What follows belongs to an exercise in optimizing a design on an open flow for small area, a short achievable clock period and few clock cycles per item; a production flow would make more cautious choices.
Where RTL was checked, it was by simulation tests only, not by an equivalence proof against the original.

==> onyx: inputs <==
## e203_muldiv
module e203_muldiv (
  input         clk,
  input         rst_n,
  input         i_valid,
  output        i_ready,
  input  [2:0]  i_op,
  input  [31:0] i_rs1,
  input  [31:0] i_rs2,
  output        o_valid,
  input         o_ready,
  output [31:0] o_wdat
);
export LEC_CHECK = 0
export ABC_CLOCK_PERIOD_IN_PS = 4000
export CAP_MARGIN = 20
export CORE_MARGIN = 2
export CORE_UTILIZATION = 40
export SETUP_SLACK_MARGIN = 5
export SLEW_MARGIN = 20
create_clock -name core_clock -period 11.0 [get_ports {clk}]
run.sh (not shown) runs the stock make flow with config.mk's settings and CLKGATE_MAP_FILE= SYNTH_SCRIPT=/design/flow/synth_recipe.tcl, a recipe that flattens the netlist after the stock synthesis.
==> lagoon (differences from onyx) <==
- ABC_CLOCK_PERIOD_IN_PS: 4000 -> not set
- SETUP_SLACK_MARGIN: 5 -> not set
==> summary of the runs <==
onyx completed with no timing, DRC or antenna violations. lagoon went through all stages and came out clean. Routed wire length: lagoon is smaller than onyx (about 6%). Against lagoon, the final area of onyx is larger by about 10%. Critical path depth: onyx is lower than lagoon (1).
No run of this note included a check of the RTL's function; only the layout flow was run.

---

==> v35 <==
==> flow/design.v <==
module e203_muldiv (
  input         clk,
  input         rst_n,
  input         i_valid,
  output        i_ready,
  input  [2:0]  i_op,
  input  [31:0] i_rs1,
  input  [31:0] i_rs2,
  output        o_valid,
  input         o_ready,
  output [31:0] o_wdat
);
  function [5:0] bitlen;
    input [31:0] v;
    integer i;
    begin
      bitlen = 0;
      for (i = 0; i < 32; i = i + 1)
        if (v[i]) bitlen = i + 1;
    end
  endfunction
  function [2:0] bsel;
    input [2:0] b;
    begin
      bsel[2] = b[0] ^ b[1];
      bsel[1] = (b[2] & ~b[1] & ~b[0]) | (~b[2] & b[1] & b[0]);
      bsel[0] = b[2];
    end
  endfunction
  reg busy, done;
  wire start = i_valid & ~busy;
  assign o_valid = done;
  assign i_ready = done & o_ready;
  wire fin = done & o_ready;
  reg        isdiv, rop, qneg, anr, bz, dsub, ap2, bp2;
  reg [3:0]  osl, osh;     
  reg        dnorm, dfix;     
  reg [5:0]  cnt;
  reg [5:0]  ma, mb;
  reg [34:0] mc;           
  reg [33:0] mp;           
  reg [33:0] acc;          
  reg [35:0] lo;           
  reg [2:0]  s0, s1;       
  reg        p0, p1;       
  wire op_div = i_op[2];
  wire [32:0] xin = {(i_op[1:0] != 2'd3) & i_rs1[31], i_rs1};
  wire [32:0] yin = {(i_op[1] == 1'b0) & i_rs2[31], i_rs2};
  function [1:0] wcls;
    input [32:0] v;
    begin
      if (v[32:8] == {25{v[32]}}) wcls = 2'd0;
      else if (v[32:12] == {21{v[32]}}) wcls = 2'd1;
      else if (v[32:16] == {17{v[32]}}) wcls = 2'd2;
      else wcls = 2'd3;
    end
  endfunction
  wire [1:0] cx = wcls(xin);
  wire [1:0] cy = wcls(yin);
  wire swap = cx < cy;
  wire [1:0] cm = swap ? cx : cy;
  wire [32:0] mpl = swap ? xin : yin;
  wire [32:0] mcd = swap ? yin : xin;
  wire [33:0] t0 = {34{mpl[0]}} & {mcd[32], mcd};
  wire a_neg = ~i_op[0] & i_rs1[31];
  wire b_neg = ~i_op[0] & i_rs2[31];
  wire [31:0] ax = i_rs1 ^ {32{a_neg}};
  wire [31:0] bx = i_rs2 ^ {32{b_neg}};
  wire [5:0] ma_c = bitlen(ax);
  wire [5:0] mb_c = bitlen(bx);
  wire a_p2 = a_neg & ~|(ax[31:1] & ~ax[30:0]);
  wire b_p2 = b_neg & ~|(bx[31:1] & ~bx[30:0]);
  wire bzero = (i_rs2 == 32'd0);
  function [31:0] pfor;
    input [31:0] v;
    integer i;
    begin
      pfor[31] = v[31];
      for (i = 30; i >= 0; i = i - 1) pfor[i] = pfor[i + 1] | v[i];
    end
  endfunction
  wire [31:0] ta0 = pfor(ax), tb0 = pfor(bx);
  wire [32:0] ta = a_p2 ? {ta0, 1'b1} : {1'b0, ta0};
  wire [32:0] tb = b_p2 ? {tb0, 1'b1} : {1'b0, tb0};
  wire dskip = bzero | (|(tb & ~ta));
  wire [6:0] qx = {1'b0, ma} + {6'd0, ap2} - {1'b0, mb} - {6'd0, bp2};
  wire [5:0] qs = qx[6] ? 6'd0 : qx[5:0];
  function [37:0] pp;
    input [2:0] s;
    input [34:0] x;
    reg [37:0] xe;
    begin
      xe = {{3{x[34]}}, x};
      pp = (({38{s[2]}} & xe) | ({38{s[1]}} & {xe[36:0], 1'b0})) ^ {38{s[0]}};
    end
  endfunction
  wire [37:0] ra = {{4{acc[33]}}, acc};
  wire [37:0] rb = pp(s0, mc);
  wire [37:0] rc = {pp(s1, mc), {2{s1[0]}}};    
  wire [37:0] sx = ra ^ rb ^ rc;
  wire [37:0] cx1 = {(ra[36:0] & rb[36:0]) | (ra[36:0] & rc[36:0]) | (rb[36:0] & rc[36:0]), p0};
  wire [37:0] sum = sx + cx1 + {37'd0, p1};
  wire acc_ok = (sum[37] == anr);       
  always @(posedge clk or negedge rst_n) begin
    if (!rst_n) begin
      busy <= 1'b0;
      done <= 1'b0;
    end else if (fin) begin
      busy <= 1'b0;
      done <= 1'b0;
    end else if (start) begin
      busy <= 1'b1;
      done <= op_div & dskip;
    end else if (busy & ~done) begin
      done <= isdiv ? (dfix ? 1'b1 : dnorm ? 1'b0 : (cnt == 6'd1) & ~(rop ? anr : qneg))
                    : (cnt == 6'd1);
    end
  end
  wire [4:0] mnext = mp[8:4];
  always @(posedge clk) begin
    if (start) begin
      isdiv <= op_div;
      rop <= i_op[1];
      bz <= bzero;
      qneg <= (a_neg ^ b_neg) & ~dskip;
      osl <= (i_op[1:0] == 2'd0) ? (4'b0001 << cm) : 4'b0000;
      osh <= (i_op[1:0] != 2'd0) ? (4'b0001 << cm) : 4'b0000;
      anr <= a_neg;
      ap2 <= a_p2;
      bp2 <= b_p2;
      dsub <= ~(a_neg ^ b_neg);
      ma <= ma_c;
      mb <= mb_c;
      if (op_div) begin
        dnorm <= ~dskip;
        dfix <= 1'b0;
        acc <= {{2{a_neg}}, i_rs1};
        mc <= {{3{b_neg}}, i_rs2};
        mp <= 34'd0;
        s0 <= {2'b00, a_neg};
        s1 <= 3'b000;
        p0 <= 1'b0;
        p1 <= 1'b0;
      end else begin
        dnorm <= 1'b0;
        dfix <= 1'b0;
        cnt <= (cm == 2'd0) ? 6'd2 : (cm == 2'd1) ? 6'd3 : (cm == 2'd2) ? 6'd4 : 6'd8;
        acc <= {t0[33], t0[33:1]};
        lo <= {t0[0], lo[35:1]};
        mc <= {{2{mcd[32]}}, mcd};
        mp <= {mpl[32], mpl[32:1], 1'b0};
        s0 <= bsel({mpl[2:1], 1'b0});
        s1 <= bsel(mpl[4:2]);
        p0 <= mpl[2];
        p1 <= mpl[4];
      end
    end else if (busy & ~done) begin
      if (isdiv) begin
        if (dnorm) begin
          dnorm <= 1'b0;
          cnt <= qs + 6'd1;
          mc <= mc << qs;
          acc <= sum[33:0];
          s0 <= {2'b10, dsub};
          p0 <= dsub;
          p1 <= 1'b0;
        end else if (dfix) begin
          acc <= sum[33:0];
        end else begin
          cnt <= cnt - 6'd1;
          mc <= {mc[34], mc[34:1]};
          if (cnt == 6'd1 & ~rop & qneg) acc <= 34'd0;
          else if (acc_ok) acc <= sum[33:0];
          mp <= {mp[32:0], acc_ok};
          if (cnt == 6'd1) begin
            dfix <= rop ? anr : qneg;
            mc <= {mp[33], mp[32:0], acc_ok};
            s0 <= rop ? 3'b000 : 3'b101;
            p0 <= ~rop;
            p1 <= rop;
          end
        end
      end else begin
        cnt <= cnt - 6'd1;
        acc <= sum[37:4];
        mp <= {{4{mp[33]}}, mp[33:4]};
        lo <= {sum[3:0], lo[35:4]};
        s0 <= bsel(mnext[2:0]);
        s1 <= bsel(mnext[4:2]);
        p0 <= mnext[2];
        p1 <= mnext[4];
      end
    end
  end
  wire [63:0] p0w = {{21{acc[33]}}, acc, lo[35:27]};
  wire [63:0] p1w = {{17{acc[33]}}, acc, lo[35:23]};
  wire [63:0] p2w = {{13{acc[33]}}, acc, lo[35:19]};
  wire [63:0] p3w = {acc[30:0], lo[35:3]};
  wire [31:0] mres = ({32{osl[0]}} & p0w[31:0]) | ({32{osl[1]}} & p1w[31:0])
                   | ({32{osl[2]}} & p2w[31:0]) | ({32{osl[3]}} & p3w[31:0])
                   | ({32{osh[0]}} & p0w[63:32]) | ({32{osh[1]}} & p1w[63:32])
                   | ({32{osh[2]}} & p2w[63:32]) | ({32{osh[3]}} & p3w[63:32]);
  wire [31:0] dres = (rop | qneg) ? acc[31:0] : (bz ? 32'hFFFFFFFF : mp[31:0]);
  assign o_wdat = isdiv ? dres : mres;
endmodule
==> flow/flow/run.sh <==
#!/bin/bash
# The standard layout (the standard.sh, unchanged synthesis) with three
# changes to how it is made:
#  - ports are buffered with a plain buffer (not a delay cell),
#  - the resizer may change a cell's drive strength even when that changes
#    the cell's width (MATCH_CELL_FOOTPRINT 0),
#  - timing repair aims for more setup slack than the design's clock needs.
set -euo pipefail
MARGIN=$(cat flow/margin.txt)
bash standard.sh SETUP_SLACK_MARGIN=$MARGIN MATCH_CELL_FOOTPRINT=0 \
  "BUFFER_PORTS_ARGS=-buffer_cell sky130_fd_sc_hd__buf_2" finish > run_make.log 2>&1
==> flow/flow/margin.txt <==
6.0
==> flow/standard.sh <==
#!/bin/bash
# synth_recipe.tcl (not shown) runs the flow's synth.tcl, then flattens the netlist and writes it again
# the make line also repeats each setting of config.mk as NAME=value (left out here)
make -C /OpenROAD-flow-scripts/flow DESIGN_CONFIG=/design/flow/config.mk WORK_HOME=/design/flow/orfs CLKGATE_MAP_FILE= SYNTH_SCRIPT=/design/flow/synth_recipe.tcl "${@:-finish}"
==> flow/config.mk <==
export PLATFORM = sky130hd
export DESIGN_NAME = e203_muldiv
export DESIGN_NICKNAME = e203_muldiv
export VERILOG_FILES = /design/flow/design.v
export SDC_FILE = /design/flow/constraint.sdc
export NUM_CORES = 8
export LEC_CHECK = 0
export CAP_MARGIN = 20
export CORE_MARGIN = 2
export CORE_UTILIZATION = 55
export CTS_BUF_LIST = sky130_fd_sc_hd__clkbuf_8
export SLEW_MARGIN = 20
==> flow/constraint.sdc <==
create_clock -name core_clock -period 11.0 [get_ports {clk}]
set_input_delay 2.2000 -clock core_clock [delete_from_list [all_inputs] [get_ports {clk}]]
set_output_delay 2.2000 -clock core_clock [all_outputs]
set_load 0.01 [all_outputs]
==> inputs of v29, as changes to v35 <==
==> flow/design.v, changed modules only <==
module e203_muldiv (
  input         clk,
  input         rst_n,
  input         i_valid,
  output        i_ready,
  input  [2:0]  i_op,
  input  [31:0] i_rs1,
  input  [31:0] i_rs2,
  output        o_valid,
  input         o_ready,
  output [31:0] o_wdat
);
  function [5:0] bitlen;
    input [31:0] v;
    integer i;
    begin
      bitlen = 0;
      for (i = 0; i < 32; i = i + 1)
        if (v[i]) bitlen = i + 1;
    end
  endfunction
  function [2:0] bsel;
    input [2:0] b;
    begin
      bsel[2] = b[0] ^ b[1];
      bsel[1] = (b[2] & ~b[1] & ~b[0]) | (~b[2] & b[1] & b[0]);
      bsel[0] = b[2];
    end
  endfunction
  reg busy, done;
  wire start = i_valid & ~busy;
  assign o_valid = done;
  assign i_ready = done & o_ready;
  wire fin = done & o_ready;
  reg        isdiv, rlo, rop, sqn, anr, bz, dsub;
  reg        dnorm, dfix;     
  reg [5:0]  cnt;
  reg [1:0]  nsel;
  reg [5:0]  ma, mb;
  reg [34:0] mc;           
  reg [33:0] mp;           
  reg [33:0] acc;          
  reg [35:0] lo;           
  reg [2:0]  s0, s1;       
  reg        p0, p1;       
  wire op_div = i_op[2];
  wire [32:0] xin = {(i_op[1:0] != 2'd3) & i_rs1[31], i_rs1};
  wire [32:0] yin = {(i_op[1] == 1'b0) & i_rs2[31], i_rs2};
  function [1:0] wcls;
    input [32:0] v;
    begin
      if (v[32:7] == {26{v[32]}}) wcls = 2'd0;
      else if (v[32:11] == {22{v[32]}}) wcls = 2'd1;
      else if (v[32:19] == {14{v[32]}}) wcls = 2'd2;
      else wcls = 2'd3;
    end
  endfunction
  wire [1:0] cx = wcls(xin);
  wire [1:0] cy = wcls(yin);
  wire swap = cx < cy;
  wire [1:0] cm = swap ? cx : cy;
  wire [32:0] mpl = swap ? xin : yin;
  wire a_neg = ~i_op[0] & i_rs1[31];
  wire b_neg = ~i_op[0] & i_rs2[31];
  wire [5:0] ma_c = bitlen(i_rs1 ^ {32{a_neg}});
  wire [5:0] mb_c = bitlen(i_rs2 ^ {32{b_neg}});
  wire bzero = (i_rs2 == 32'd0);
  wire dskip = bzero | ((ma_c < mb_c) & ~(a_neg & (ma_c + 6'd1 == mb_c)));
  wire [5:0] qs = ma + {5'd0, anr} - mb;
  function [37:0] pp;
    input [2:0] s;
    input [34:0] x;
    reg [37:0] xe;
    begin
      xe = {{3{x[34]}}, x};
      pp = (({38{s[2]}} & xe) | ({38{s[1]}} & {xe[36:0], 1'b0})) ^ {38{s[0]}};
    end
  endfunction
  wire [37:0] ra = {{4{acc[33]}}, acc};
  wire [37:0] rb = pp(s0, mc);
  wire [37:0] rc = {pp(s1, mc), {2{s1[0]}}};    
  wire [37:0] sx = ra ^ rb ^ rc;
  wire [37:0] cx1 = {(ra[36:0] & rb[36:0]) | (ra[36:0] & rc[36:0]) | (rb[36:0] & rc[36:0]), p0};
  wire [37:0] sum = sx + cx1 + {37'd0, p1};
  wire acc_ok = (sum[37] == anr);       
  always @(posedge clk or negedge rst_n) begin
    if (!rst_n) begin
      busy <= 1'b0;
      done <= 1'b0;
    end else if (fin) begin
      busy <= 1'b0;
      done <= 1'b0;
    end else if (start) begin
      busy <= 1'b1;
      done <= op_div & dskip;
    end else if (busy & ~done) begin
      done <= isdiv ? (dfix ? 1'b1 : dnorm ? 1'b0 : (cnt == 6'd1) & ~(rop & anr))
                    : (cnt == 6'd1);
    end
  end
  wire [4:0] mnext = mp[8:4];
  always @(posedge clk) begin
    if (start) begin
      isdiv <= op_div;
      rlo <= (i_op[1:0] == 2'd0);
      rop <= i_op[1];
      bz <= bzero;
      sqn <= a_neg ^ b_neg;
      anr <= a_neg;
      dsub <= ~(a_neg ^ b_neg);
      nsel <= cm;
      ma <= ma_c;
      mb <= mb_c;
      if (op_div) begin
        dnorm <= ~dskip;
        dfix <= 1'b0;
        acc <= {{2{a_neg}}, i_rs1};
        mc <= {{3{b_neg}}, i_rs2};
        mp <= 34'd0;
        lo <= {36{1'b1}};
        s0 <= {2'b00, a_neg};
        s1 <= 3'b000;
        p0 <= 1'b0;
        p1 <= 1'b0;
      end else begin
        dnorm <= 1'b0;
        dfix <= 1'b0;
        cnt <= (cm == 2'd0) ? 6'd2 : (cm == 2'd1) ? 6'd3 : (cm == 2'd2) ? 6'd5 : 6'd9;
        acc <= 34'd0;
        mc <= swap ? {{2{yin[32]}}, yin} : {{2{xin[32]}}, xin};
        mp <= {mpl, 1'b0};
        s0 <= bsel({mpl[1:0], 1'b0});
        s1 <= bsel(mpl[3:1]);
        p0 <= mpl[1];
        p1 <= mpl[3];
      end
    end else if (busy & ~done) begin
      if (isdiv) begin
        if (dnorm) begin
          dnorm <= 1'b0;
          cnt <= qs + 6'd1;
          mc <= mc << qs;
          acc <= sum[33:0];
          s0 <= {2'b10, dsub};
          p0 <= dsub;
          p1 <= 1'b0;
        end else if (dfix) begin
          acc <= sum[33:0];
        end else begin
          cnt <= cnt - 6'd1;
          mc <= {mc[34], mc[34:1]};
          if (acc_ok) acc <= sum[33:0];
          mp <= {mp[32:0], acc_ok};
          lo <= acc_ok ? {lo[35:32], mp[31:0]} << 1 : {lo[34:0], 1'b1};
          if (cnt == 6'd1) begin
            dfix <= rop & anr;
            s0 <= 3'b000;
            p0 <= 1'b0;
            p1 <= 1'b1;
          end
        end
      end else begin
        cnt <= cnt - 6'd1;
        acc <= sum[37:4];
        mp <= {{4{mp[33]}}, mp[33:4]};
        lo <= {sum[3:0], lo[35:4]};
        s0 <= bsel(mnext[2:0]);
        s1 <= bsel(mnext[4:2]);
        p0 <= mnext[2];
        p1 <= mnext[4];
      end
    end
  end
  reg [63:0] prod;
  always @* begin
    case (nsel)
      2'd0: prod = {{30{acc[33]}}, acc, lo[35:28]};
      2'd1: prod = {{26{acc[33]}}, acc, lo[35:24]};
      2'd2: prod = {{18{acc[33]}}, acc, lo[35:16]};
      default: prod = {acc[27:0], lo};
    endcase
  end
  wire [31:0] mres = rlo ? prod[31:0] : prod[63:32];
  wire [31:0] dres = rop ? acc[31:0] : (bz ? 32'hFFFFFFFF : sqn ? ~lo[31:0] : mp[31:0]);
  assign o_wdat = isdiv ? dres : mres;
endmodule
==> flow/run.sh (new file) <==
#!/bin/bash
# synth_recipe.tcl (not shown) runs the flow's synth.tcl, then flattens the netlist and writes it again
# the make line also repeats each setting of config.mk as NAME=value (left out here)
make -C /OpenROAD-flow-scripts/flow DESIGN_CONFIG=/design/flow/config.mk WORK_HOME=/design/flow/orfs CLKGATE_MAP_FILE= SYNTH_SCRIPT=/design/flow/synth_recipe.tcl finish
CORE_UTILIZATION = 60   (was 55)
CTS_BUF_LIST = not set   (was sky130_fd_sc_hd__clkbuf_8)
SETUP_SLACK_MARGIN = 5   (was not set)
removed: flow/flow/run.sh
removed: flow/flow/margin.txt
removed: flow/standard.sh
==> inputs of v2, as changes to v35 <==
==> flow/design.v, changed modules only <==
module e203_muldiv (
  input         clk,
  input         rst_n,
  input         i_valid,
  output        i_ready,
  input  [2:0]  i_op,
  input  [31:0] i_rs1,
  input  [31:0] i_rs2,
  output        o_valid,
  input         o_ready,
  output [31:0] o_wdat
);
  function [5:0] bitlen;
    input [31:0] v;
    integer i;
    begin
      bitlen = 0;
      for (i = 0; i < 32; i = i + 1)
        if (v[i]) bitlen = i + 1;
    end
  endfunction
  function [2:0] bsel;
    input [2:0] b;
    begin
      bsel[2] = b[0] ^ b[1];
      bsel[1] = (b[2] & ~b[1] & ~b[0]) | (~b[2] & b[1] & b[0]);
      bsel[0] = b[2];
    end
  endfunction
  reg busy, done;
  wire start = i_valid & ~busy;
  assign o_valid = done;
  assign i_ready = done & o_ready;
  wire fin = done & o_ready;
  reg        isdiv, rop, qneg, anr, bz, dsub;
  reg [3:0]  osl, osh;     
  reg        dnorm, dfix;     
  reg [5:0]  cnt;
  reg [34:0] mc;           
  reg [33:0] pl;
  reg [33:0] acc;          
  reg [2:0]  s0, s1;       
  reg        p0, p1;       
  wire op_div = i_op[2];
  wire [32:0] xin = {(i_op[1:0] != 2'd3) & i_rs1[31], i_rs1};
  wire [32:0] yin = {(i_op[1] == 1'b0) & i_rs2[31], i_rs2};
  wire fx0 = (xin[32:8] == {25{xin[32]}}), fy0 = (yin[32:8] == {25{yin[32]}});
  wire fx1 = (xin[32:12] == {21{xin[32]}}), fy1 = (yin[32:12] == {21{yin[32]}});
  wire fx2 = (xin[32:16] == {17{xin[32]}}), fy2 = (yin[32:16] == {17{yin[32]}});
  wire swap = (fx0 & ~fy0) | (fx1 & ~fy1) | (fx2 & ~fy2);
  wire f0 = fx0 | fy0, f1 = fx1 | fy1, f2 = fx2 | fy2;
  wire [3:0] ohm = {~f2, f2 & ~f1, f1 & ~f0, f0};
  wire [32:0] mpl = swap ? xin : yin;
  wire [32:0] mcd = swap ? yin : xin;
  wire [33:0] tx = {34{xin[0]}} & {yin[32], yin};
  wire [33:0] ty = {34{yin[0]}} & {xin[32], xin};
  wire [33:0] t0 = swap ? tx : ty;
  wire [7:0] bx0 = {bsel({xin[2:1], 1'b0}), bsel(xin[4:2]), xin[2], xin[4]};
  wire [7:0] by0 = {bsel({yin[2:1], 1'b0}), bsel(yin[4:2]), yin[2], yin[4]};
  wire [7:0] bs0 = swap ? bx0 : by0;
  wire a_neg = ~i_op[0] & i_rs1[31];
  wire b_neg = ~i_op[0] & i_rs2[31];
  wire [31:0] ax = i_rs1 ^ {32{a_neg}};
  wire [31:0] bx = i_rs2 ^ {32{b_neg}};
  wire [5:0] ma_c = bitlen(ax);
  wire [5:0] mb_c = bitlen(bx);
  wire bzero = (i_rs2 == 32'd0);
  function [31:0] pfor;
    input [31:0] v;
    integer i;
    begin
      pfor[31] = v[31];
      for (i = 30; i >= 0; i = i - 1) pfor[i] = pfor[i + 1] | v[i];
    end
  endfunction
  wire [31:0] ta0 = pfor(ax), tb0 = pfor(bx);
  wire [32:0] ta = a_neg ? {ta0, 1'b1} : {1'b0, ta0};
  wire [32:0] tb = {1'b0, tb0};
  wire dskip = bzero | (|(tb & ~ta));
  wire [5:0] qs = pl[5:0] + {5'd0, anr} - pl[11:6];
  function [37:0] pp;
    input [2:0] s;
    input [34:0] x;
    reg [37:0] xe;
    begin
      xe = {{3{x[34]}}, x};
      pp = (({38{s[2]}} & xe) | ({38{s[1]}} & {xe[36:0], 1'b0})) ^ {38{s[0]}};
    end
  endfunction
  wire [37:0] ra = {{4{acc[33]}}, acc};
  wire [37:0] rb = pp(s0, mc);
  wire [37:0] rc = {pp(s1, mc), {2{s1[0]}}};    
  wire [37:0] sx = ra ^ rb ^ rc;
  wire [37:0] cx1 = {(ra[36:0] & rb[36:0]) | (ra[36:0] & rc[36:0]) | (rb[36:0] & rc[36:0]), p0};
  wire [37:0] sum = sx + cx1 + {37'd0, p1};
  wire acc_ok = (sum[37] == anr);       
  always @(posedge clk or negedge rst_n) begin
    if (!rst_n) begin
      busy <= 1'b0;
      done <= 1'b0;
    end else if (fin) begin
      busy <= 1'b0;
      done <= 1'b0;
    end else if (start) begin
      busy <= 1'b1;
      done <= op_div & dskip;
    end else if (busy & ~done) begin
      done <= isdiv ? (dfix ? 1'b1 : dnorm ? 1'b0 : (cnt == 6'd1) & ~(rop ? anr : qneg))
                    : (cnt == 6'd1);
    end
  end
  wire [4:0] mnext = pl[8:4];
  always @(posedge clk) begin
    if (start) begin
      isdiv <= op_div;
      rop <= i_op[1];
      bz <= bzero;
      qneg <= (a_neg ^ b_neg) & ~dskip;
      osl <= (i_op[1:0] == 2'd0) ? ohm : 4'b0000;
      osh <= (i_op[1:0] != 2'd0) ? ohm : 4'b0000;
      anr <= a_neg;
      dsub <= ~(a_neg ^ b_neg);
      if (op_div) begin
        dnorm <= ~dskip;
        dfix <= 1'b0;
        acc <= {{2{a_neg}}, i_rs1};
        mc <= {{3{b_neg}}, i_rs2};
        pl <= {22'd0, {mb_c, ma_c} & {12{~dskip}}};    
        s0 <= {2'b00, a_neg};
        s1 <= 3'b000;
        p0 <= 1'b0;
        p1 <= 1'b0;
      end else begin
        dnorm <= 1'b0;
        dfix <= 1'b0;
        cnt <= {2'b00, ohm[3], ohm[2], ohm[1] | ohm[0], ohm[1]};    
        acc <= {t0[33], t0[33:1]};
        mc <= {{2{mcd[32]}}, mcd};
        pl <= {t0[0], mpl[32:1], 1'b0};
        {s0, s1, p0, p1} <= bs0;
      end
    end else if (busy & ~done) begin
      if (isdiv) begin
        if (dnorm) begin
          dnorm <= 1'b0;
          cnt <= qs + 6'd1;
          mc <= mc << qs;
          pl <= 34'd0;
          acc <= sum[33:0];
          s0 <= {2'b10, dsub};
          p0 <= dsub;
          p1 <= 1'b0;
        end else if (dfix) begin
          acc <= sum[33:0];
        end else begin
          cnt <= cnt - 6'd1;
          mc <= {mc[34], mc[34:1]};
          if (cnt == 6'd1 & ~rop & qneg) acc <= 34'd0;
          else if (acc_ok) acc <= sum[33:0];
          pl <= {pl[32:0], acc_ok};
          if (cnt == 6'd1) begin
            dfix <= rop ? anr : qneg;
            mc <= {2'b00, pl[31:0], acc_ok};
            s0 <= rop ? 3'b000 : 3'b101;
            p0 <= ~rop;
            p1 <= rop;
          end
        end
      end else begin
        cnt <= cnt - 6'd1;
        acc <= sum[37:4];
        pl <= {sum[3:0], pl[33:4]};
        s0 <= bsel(mnext[2:0]);
        s1 <= bsel(mnext[4:2]);
        p0 <= mnext[2];
        p1 <= mnext[4];
      end
    end
  end
  wire [63:0] p0w = {{21{acc[33]}}, acc, pl[33:25]};
  wire [63:0] p1w = {{17{acc[33]}}, acc, pl[33:21]};
  wire [63:0] p2w = {{13{acc[33]}}, acc, pl[33:17]};
  wire [63:0] p3w = {acc[30:0], pl[33:1]};
  wire [31:0] mres = ({32{osl[0]}} & p0w[31:0]) | ({32{osl[1]}} & p1w[31:0])
                   | ({32{osl[2]}} & p2w[31:0]) | ({32{osl[3]}} & p3w[31:0])
                   | ({32{osh[0]}} & p0w[63:32]) | ({32{osh[1]}} & p1w[63:32])
                   | ({32{osh[2]}} & p2w[63:32]) | ({32{osh[3]}} & p3w[63:32]);
  wire [31:0] dres = (rop | qneg) ? acc[31:0] : (bz ? 32'hFFFFFFFF : pl[31:0]);
  assign o_wdat = isdiv ? dres : mres;
endmodule
ABC_AREA = 1   (was not set)
CAP_MARGIN = 5   (was 20)
CORE_UTILIZATION = 38   (was 55)
CTS_BUF_LIST = sky130_fd_sc_hd__clkbuf_8 sky130_fd_sc_hd__clkbuf_16   (was sky130_fd_sc_hd__clkbuf_8)
SLEW_MARGIN = 5   (was 20)
==> run summary <==
item                                                                                    v29                         v2                     v35
Outcome                                                                      finished clean             finished clean          finished clean
Post-synth cell types                                                                    85                         70                     101
Grt met1 use                                                                          0.575                      0.521                   0.594
Die ar.                                                                        0.0353 sq mm               0.0484 sq mm            0.0415 sq mm
Count of inverters other than clock inverters in the layout                              59                        288                      86
First-pass GRT wire length                                                        115000 um                  141000 um               146000 um
Initial DRT Pass Iterations                                                               6                          8                      11
XOR/XNOR share of the synthesized area                                               0.0600                     0.0793                  0.0519
Die extent in y                                                                      188 um                     220 um                  204 um
Worst-margin pin slew                                                               1.09 ns                    1.21 ns                 1.21 ns
Buffer and inverter count on the worst path                                               3                          4                       3
Flip-flop count of the largest register, all copies and words added                      36                         35                      35
Final net count                                                                        2457                       2803                    2816
Endpoint of the most critical setup path                                    mc[4]$_DFFE_PP_           mc[10]$_DFFE_PP_     dnorm$_SDFFCE_PN0P_
Die Span X                                                                           188 um                     220 um                  204 um
Instance area at placement                                                     0.0212 sq mm               0.0187 sq mm            0.0224 sq mm
Slowest CP cell                                                      sky130_fd_sc_hd__or4_1  sky130_fd_sc_hd__clkinv_1  sky130_fd_sc_hd__or4_4
Testbench counts of v29, summed over its fixed seeds: cycles 171,308, ops 24,000.
Testbench counts of v2, summed over its fixed seeds: cycles 160,453, ops 24,000.
Function not checked in v35: the RTL went through the layout flow alone.

[port drivers added, routing unchanged]
No port has a modelled driver above. Below, the same layouts with a new extraction and two added sets of constraints.
Step 1, drivers: a clkbuf_16 drives clk and a buf_2 each remaining input, both assumed.
Step 2 moves the port delays by t, midway between the first and last clock arrival at a register: inputs arrive t later, outputs are due t later. That takes back most of the time a late clock gives input paths.
a / b / c = no drivers / after step 1 / after step 2; a / b = the first two.
run | t (ns) | setup slack, ns | hold slack, ns | worst setup path at the end | slew at the worst register clock pin (ns)
onyx | 0.636 | 2.968 / 2.968 / 2.968 | 0.464 / 0.464 / 0.464 | register to register | 0.07 / 0.07
lagoon | 0.633 | 1.067 / 1.067 / 1.067 | 0.474 / 0.474 / 0.474 | register to register | 0.06 / 0.06
v35 | 0.633 | 5.951 / 5.828 / 5.196 | 0.577 / 0.577 / 0.577 | input to register | 0.12 / 0.12
v29 | 0.508 | 5.078 / 5.114 / 4.607 | 0.609 / 0.609 / 0.609 | input to register | 0.08 / 0.08
v2 | 0.499 | 6.084 / 6.038 / 5.607 | 0.598 / 0.598 / 0.598 | input to register | 0.07 / 0.07
After both steps every run listed still meets setup and hold. For v35, which loses most, drivers alone change the setup slack by -0.123 ns; drivers and shift together by -0.755 ns.
